What follows belongs to an exercise in optimizing a design on an open flow for small area and a short achievable clock period; a production flow would make more cautious choices.
At most, simulation tests tie the RTL to the original design; equivalence was not proved.
Power figures rest on the tool's default switching activity, not on a simulated workload.

==> flow/design.v (excerpt) <==
module m6502_org (clk,
   addr,
   dataenb,
   datai,
   datao,
   irq_n,
   nmi_n,
   sob_n,
   res_n,
   rdy,
   vpa,
   sync,
   we_n
   );
Size in the first run: about 3100 cells after synthesis, about 18000 sq um of cells after synthesis.
==> flow/config.mk <==
export PLATFORM = sky130hd
export DESIGN_NAME = m6502_org
export DESIGN_NICKNAME = m6502_org
export VERILOG_FILES = /design/flow/design.v
export SDC_FILE = /design/flow/constraint.sdc
export NUM_CORES = 4
export LEC_CHECK = 0
export ABC_AREA = 1
export CAP_MARGIN = 20
export CORE_MARGIN = 2
export CORE_UTILIZATION = 40
export PLACE_DENSITY = 0.7
export SETUP_SLACK_MARGIN = 5
export SLEW_MARGIN = 20
export SYNTH_HIERARCHICAL = 1
==> flow/constraint.sdc <==
create_clock -name core_clock -period 10.0 [get_ports {clk}]
set_input_delay 2.0000 -clock core_clock [delete_from_list [all_inputs] [get_ports {clk}]]
set_output_delay 2.0000 -clock core_clock [all_outputs]
set_load 0.01 [all_outputs]
standard.sh (not shown) runs the stock make flow with config.mk's settings and CLKGATE_MAP_FILE= SYNTH_SCRIPT=/design/flow/synth_recipe.tcl, a recipe that flattens the netlist after the stock synthesis.
==> flow/flow/run.sh <==
#!/bin/bash
set -e
export BUFFER_PORTS_ARGS="-buffer_cell sky130_fd_sc_hd__buf_2"
bash standard.sh > standard.log 2>&1
The first run finished with timing, DRC and antenna clean.
Next try:
PLACE_DENSITY = 0.6   (was 0.7)
SYNTH_HIERARCHICAL = default   (was 1)
Effect:
- utilization went up by 2.1 points
- fmax went up by 0.60%
- area after synthesis shrinks by 26%

========
Setup of JK:
m6502_org, a different RTL version from the one above (not shown whole).
For scale: about 2100 cells after synthesis, ~160 flip-flops, ~42 I/O pins.
export LEC_CHECK = 0
export ABC_AREA = 1
export CAP_MARGIN = 20
export CORE_MARGIN = 2
export CORE_UTILIZATION = 40
export PLACE_DENSITY = 0.6
export SETUP_SLACK_MARGIN = 4
export SLEW_MARGIN = 20
create_clock -name core_clock -period 10.0 [get_ports {clk}]
==> flow/flow/run.sh <==
#!/bin/bash
set -e
cp standard.sh standard_copy.sh.txt
export BUFFER_PORTS_ARGS="-buffer_cell sky130_fd_sc_hd__buf_4"
bash standard.sh > standard.log 2>&1
Per the final summary, JK finished and its layout is clean on timing, DRC and antenna.
[inputs] MS vs JK
Settings: SETUP_SLACK_MARGIN now 3, was 4.
Findings:
Reported for JK and MS, number of enable-type register cells in the synthesized netlist turned out identical to the last digit.
MS -> JK: area of combinational cells with multiple inputs delta 0, exact match
As far as power after layout goes, MS and JK are indistinguishable; the numbers are identical.
Global placer's final weighted congestion came out exactly the same in JK and MS.
Input changes introduced in AL (baseline for comparison: MS):
Settings: changing SETUP_SLACK_MARGIN from 3 to 5.
### Flow results
AL reached the end of the flow, and the finished layout is clean on the timing, DRC and antenna checks. Cell with the largest stage delay on the worst path: sky130_fd_sc_hd__dfxtp_1 -> MS, sky130_fd_sc_hd__edfxtp_1 -> AL. From MS to AL the numbers moved as follows: post-route total power climbed about 7%, maximum clock frequency now sits higher. In AL, the proportion of cell area occupied by multi-input gates came out 0.92 points below the value in MS. Summary of the comparison: routing usage on met3 is lower in AL, relative to MS. AL against MS: signal arrival time at the worst endpoint lower, post-route cell area higher, final count of negative-setup-slack endpoints roughly the same, worst hold slack across all endpoints roughly the same, buffering stage count on the worst path with inverters included higher.
[inputs] TR vs AL
Settings: SETUP_SLACK_MARGIN now 4.7, was 5.
==> comparison <==
TR vs. AL: post-CTS resize count went down by 43. In the flow results for AL and TR, the met3 demand-to-capacity share in global routing is smaller on AL. Post-layout total power on TR is down relative to AL.
Function was not checked in any run of this note: the RTL went through the layout flow alone.

========
== run A ==
RTL: one of the versions met above, not the one the previous note started from.
Size: about 170 flip-flops, roughly 42 I/O pins.
export LEC_CHECK = 0
export ABC_AREA = 1
export CAP_MARGIN = 20
export CORE_MARGIN = 2
export CORE_UTILIZATION = 40
export PLACE_DENSITY = 0.6
export SETUP_SLACK_MARGIN = 5
export SLEW_MARGIN = 20
create_clock -name core_clock -period 10.0 [get_ports {clk}]
==> flow/flow/run.sh <==
#!/bin/bash
set -e
export BUFFER_PORTS_ARGS="-buffer_cell sky130_fd_sc_hd__buf_1"
bash standard.sh > standard.log 2>&1
Setup changes, run A to run B
==> flow/flow/run.sh <==
#!/bin/bash
set -e
cp standard.sh standard_copy.sh.txt
export BUFFER_PORTS_ARGS="-buffer_cell sky130_fd_sc_hd__buf_2"
bash standard.sh > standard.log 2>&1
==> comparison <==
Compared with run A, final weighted congestion in routability-driven placement in run B decreased slightly.
From run A to run B the numbers moved as follows: worst endpoint data arrival time went up by 0.02 ns, slack of the critical path went down by 0.022 ns, met3 wire length went up by 6.4%, power went up by about 0.6%.

========
Another version of the RTL of m6502_org (not shown whole).
Size in the first run: roughly 42 I/O pins, roughly 14000 µm² of cells after synthesis.
==> flow/config.mk <==
export PLATFORM = sky130hd
export DESIGN_NAME = m6502_org
export DESIGN_NICKNAME = m6502_org
export VERILOG_FILES = /design/flow/design.v
export SDC_FILE = /design/flow/constraint.sdc
export NUM_CORES = 4
export LEC_CHECK = 0
export ABC_AREA = 1
export CAP_MARGIN = 20
export CORE_MARGIN = 2
export CORE_UTILIZATION = 40
export PLACE_DENSITY = 0.6
export SLEW_MARGIN = 20
==> flow/constraint.sdc <==
create_clock -name core_clock -period 10.0 [get_ports {clk}]
set_input_delay 2.0000 -clock core_clock [delete_from_list [all_inputs] [get_ports {clk}]]
set_output_delay 2.0000 -clock core_clock [all_outputs]
set_load 0.01 [all_outputs]
==> flow/flow/run.sh <==
#!/bin/bash
set -e
cp standard.sh standard_copy.sh.txt
export BUFFER_PORTS_ARGS="-buffer_cell sky130_fd_sc_hd__buf_4"
export SETUP_SLACK_MARGIN=5.5
bash standard.sh > standard.log 2>&1
The first run completed with no timing, DRC or antenna violations.
Rerun with:
--- a/flow/flow/run.sh
+++ b/flow/flow/run.sh
@@ -5 +4,0 @@
-export SETUP_SLACK_MARGIN=5.5
Settings changed: CAP_MARGIN 20 to 5, SETUP_SLACK_MARGIN set to 5, SLEW_MARGIN 20 to 5.
Result: Power shrinks by roughly a tenth; setup slack loses 0.23 ns; count of clock-buffer cells in the layout is unchanged; non-clock buffer count shrinks by 63; core utilization shrinks by 3.0 points; final area shrinks by a few percent; routed wire length shrinks by a few percent; global-route usage shrinks by 0.83 points; die area stays the same; first-iteration DRC count grows by about a fifth.
Rerun with:
Settings changed: ABC_AREA 1 to unset, CAP_MARGIN 5 to 20, SLEW_MARGIN 5 to 20.
=>
- global-route usage drops by 0.47 points
- final cell count shrinks by 16%
- first-iteration DRC count went down by 5.1%
- synthesized area came out higher by 1.9%
- power rises by 6.6%
Rerun with:
Settings changed: ABC_AREA set to 1.
- The changed run finished clean
- critical path depth increases by 7
- cell area shrinks by 2.2%
- sequential share of layout area rises by 0.59 points
Rerun with:
Settings changed: CORE_UTILIZATION 40 to 55, PLACE_DENSITY 0.6 to 0.75.
After rerunning: The changed run finished clean. Setup slack degrades by 0.016 ns. Via count came out higher by a few percent. Routed wire length came out higher slightly. Synthesized area stays the same. Final cell count came out lower by a few percent. Sequential power is about the same. Utilization came out higher by 16 points. Power is about the same. Global-route usage came out higher by 11 points. Critical path depth came out higher by 1. Clock power came out lower by a few percent.
Rerun with:
Settings changed: CORE_UTILIZATION 55 to 40, CTS_BUF_LIST set to sky130_fd_sc_hd__clkbuf_8, CTS_CLUSTER_DIAMETER set to 100, CTS_CLUSTER_SIZE set to 30, PLACE_DENSITY 0.75 to 0.6.
The new run ran to the end with no violations.
Non-clock buffer count falls by 8.
Count of clock-buffer cells in the layout does not change.
Cell area is lower by 0.33%.

========
m6502_org, a different RTL version from the one above (not shown whole).
For scale: roughly 170 flip-flops, about 14000 µm² of cells after synthesis.
==> flow/design.v (excerpt) <==
module m6502_org (clk,
   addr,
   dataenb,
   datai,
   datao,
   irq_n,
   nmi_n,
   sob_n,
   res_n,
   rdy,
   vpa,
   sync,
   we_n
   );
clock: 10.0 ns
lec_check: 0
abc_area: 1
cap_margin: 20
core_margin: 2
core_utilization: 40
place_density: 0.6
setup_slack_margin: 5
slew_margin: 20
==> flow/flow/run.sh <==
#!/bin/bash
set -e
cp standard.sh standard_copy.sh.txt
export BUFFER_PORTS_ARGS="-buffer_cell sky130_fd_sc_hd__buf_2"
bash standard.sh > standard.log 2>&1
Then changed:
==> flow/flow/run.sh (replaced) <==
#!/bin/bash
set -e
cp standard.sh standard_copy.sh.txt
export BUFFER_PORTS_ARGS="-buffer_cell sky130_fd_sc_hd__buf_4"
bash standard.sh > standard.log 2>&1
- CTS_BUF_LIST: not set -> sky130_fd_sc_hd__clkbuf_8 sky130_fd_sc_hd__clkbuf_16
Core utilization grows by 0.18 points.
Global-route usage stays flat.
Sequential share of layout area is lower by 0.11 points.
Worst hold slack gains 0.0036 ns.
Design area rises by 0.40%.
Worst setup slack is better by 0.016 ns.
Then changed:
- CTS_BUF_LIST: sky130_fd_sc_hd__clkbuf_8 sky130_fd_sc_hd__clkbuf_16 -> not set
The changed run ran to the end with no violations.
Global-route usage does not change.
Total power barely changes.
Final area stays flat.
Non-clock buffer count does not change.
Wire length hardly moves.
Setup slack got worse by 0.0045 ns.
Function was not checked in any run of this note: the RTL went through the layout flow alone.

========
## maple
m6502_org, a different RTL version from the one above (not shown whole).
For scale: about 1900 cells after synthesis, roughly 150 flip-flops, roughly 42 I/O pins, about 12000 um^2 of cells after synthesis.
// m6502_org
module m6502_org (clk,
   addr,
   dataenb,
   datai,
   datao,
   irq_n,
   nmi_n,
   sob_n,
   res_n,
   rdy,
   vpa,
   sync,
   we_n
   );
clock: 10.0 ns
lec_check: 0
abc_area: 1
cap_margin: 20
core_margin: 2
core_utilization: 40
place_density: 0.6
setup_slack_margin: 4
slew_margin: 20
run.sh (not shown) runs the stock make flow with config.mk's settings and CLKGATE_MAP_FILE= SYNTH_SCRIPT=/design/flow/synth_recipe.tcl, a recipe that flattens the netlist after the stock synthesis.
Stock flow here: none of the scripts above is used.
maple: done, clean on timing, DRC and antenna
Edits applied to the flow inputs when going from maple to violet:
==> flow/flow/run.sh (new file) <==
#!/bin/bash
set -e
cp standard.sh standard_copy.sh.txt
export BUFFER_PORTS_ARGS="-buffer_cell sky130_fd_sc_hd__buf_4"
bash standard.sh > standard.log 2>&1
==> flow/standard.sh (new file) <==
#!/bin/bash
# synth_recipe.tcl (not shown) runs the flow's synth.tcl, then flattens the netlist and writes it again
# the make line also repeats each setting of config.mk as NAME=value (left out here)
make -C /OpenROAD-flow-scripts/flow DESIGN_CONFIG=/design/flow/config.mk WORK_HOME=/design/flow/orfs CLKGATE_MAP_FILE= SYNTH_SCRIPT=/design/flow/synth_recipe.tcl "${@:-finish}"
removed: flow/run.sh
### Flow results
Total area of multi-input combinational cells, violet vs maple: down by a few percent
When the final numbers for maple and violet were put side by side, the final setup slack of the worst path turned out to be smaller in maple.
Comparing maple and violet, the lower overall power consumption was measured on violet.
On routed wire length, the lower figure sits with violet, not maple.
Against maple, critical path depth in violet fell by more than 10%.

re-timing with driven ports:
In the flow no input, the clock included, has a driving cell. The finished layouts below were timed again as built, in two steps.
Step 1 (the two cells are an assumption about what drives the block):
set clk [get_ports {clk}]
set_driving_cell -lib_cell sky130_fd_sc_hd__clkbuf_16 $clk
set_driving_cell -lib_cell sky130_fd_sc_hd__buf_2 [delete_from_list [all_inputs] $clk]
Step 2, shift: input delay + t, output delay - t, t = (earliest + latest rising clock arrival at the registers) / 2. This alone moves slack from input paths to output paths.
Slacks: ideal ports / drivers / drivers and shift; pairs: ideal ports / drivers.
run	t (ns)	setup WS [ns]	hold WS [ns]	worst setup path after step 2	clock arrival spread, ns
the first run of note 1	0.512	5.078 / 5.026 / 4.807	0.402 / 0.402 / 0.402	input to register	0.024 / 0.024
the second run of note 1	0.499	5.107 / 5.051 / 4.883	0.358 / 0.358 / 0.358	input to register	0.018 / 0.018
JK	0.506	4.454 / 4.400 / 4.906	0.364 / 0.364 / 0.364	register to output	0.021 / 0.021
MS	0.506	4.454 / 4.400 / 4.906	0.364 / 0.364 / 0.364	register to output	0.021 / 0.021
AL	0.506	4.930 / 4.877 / 5.079	0.364 / 0.364 / 0.364	register to register	0.020 / 0.021
TR	0.511	4.795 / 4.740 / 5.214	0.364 / 0.364 / 0.364	input to register	0.026 / 0.026
run A	0.506	5.129 / 5.072 / 4.821	0.358 / 0.358 / 0.358	input to register	0.022 / 0.021
run B	0.499	5.107 / 5.051 / 4.883	0.358 / 0.358 / 0.358	input to register	0.018 / 0.018
the first run of note 4	0.498	5.323 / 5.268 / 5.272	0.356 / 0.356 / 0.356	input to register	0.021 / 0.020
the second run of note 4	0.502	5.095 / 5.035 / 4.899	0.358 / 0.358 / 0.358	input to register	0.024 / 0.024
the third run of note 4	0.516	5.021 / 4.965 / 4.952	0.353 / 0.353 / 0.353	input to register	0.021 / 0.021
the fourth run of note 4	0.502	5.095 / 5.035 / 4.899	0.358 / 0.358 / 0.358	input to register	0.024 / 0.024
the fifth run of note 4	0.486	5.079 / 5.025 / 4.754	0.358 / 0.358 / 0.358	input to register	0.019 / 0.019
the sixth run of note 4	0.541	5.098 / 5.047 / 4.644	0.361 / 0.361 / 0.361	input to register	0.034 / 0.034
the first run of note 5	0.503	5.102 / 5.049 / 4.735	0.355 / 0.355 / 0.355	input to register	0.012 / 0.012
the second run of note 5	0.494	5.118 / 5.065 / 4.703	0.358 / 0.358 / 0.358	input to register	0.024 / 0.024
the third run of note 5	0.496	5.113 / 5.060 / 4.711	0.358 / 0.358 / 0.358	input to register	0.024 / 0.024
maple	0.501	3.803 / 3.751 / 4.252	0.351 / 0.351 / 0.351	register to output	0.016 / 0.016
violet	0.489	3.960 / 3.907 / 4.396	0.356 / 0.356 / 0.356	register to output	0.018 / 0.019
After both steps every run listed still meets setup and hold. The setup slack of the sixth run of note 4, which loses most, moves by -0.051 ns with the drivers and by -0.454 ns with both steps.
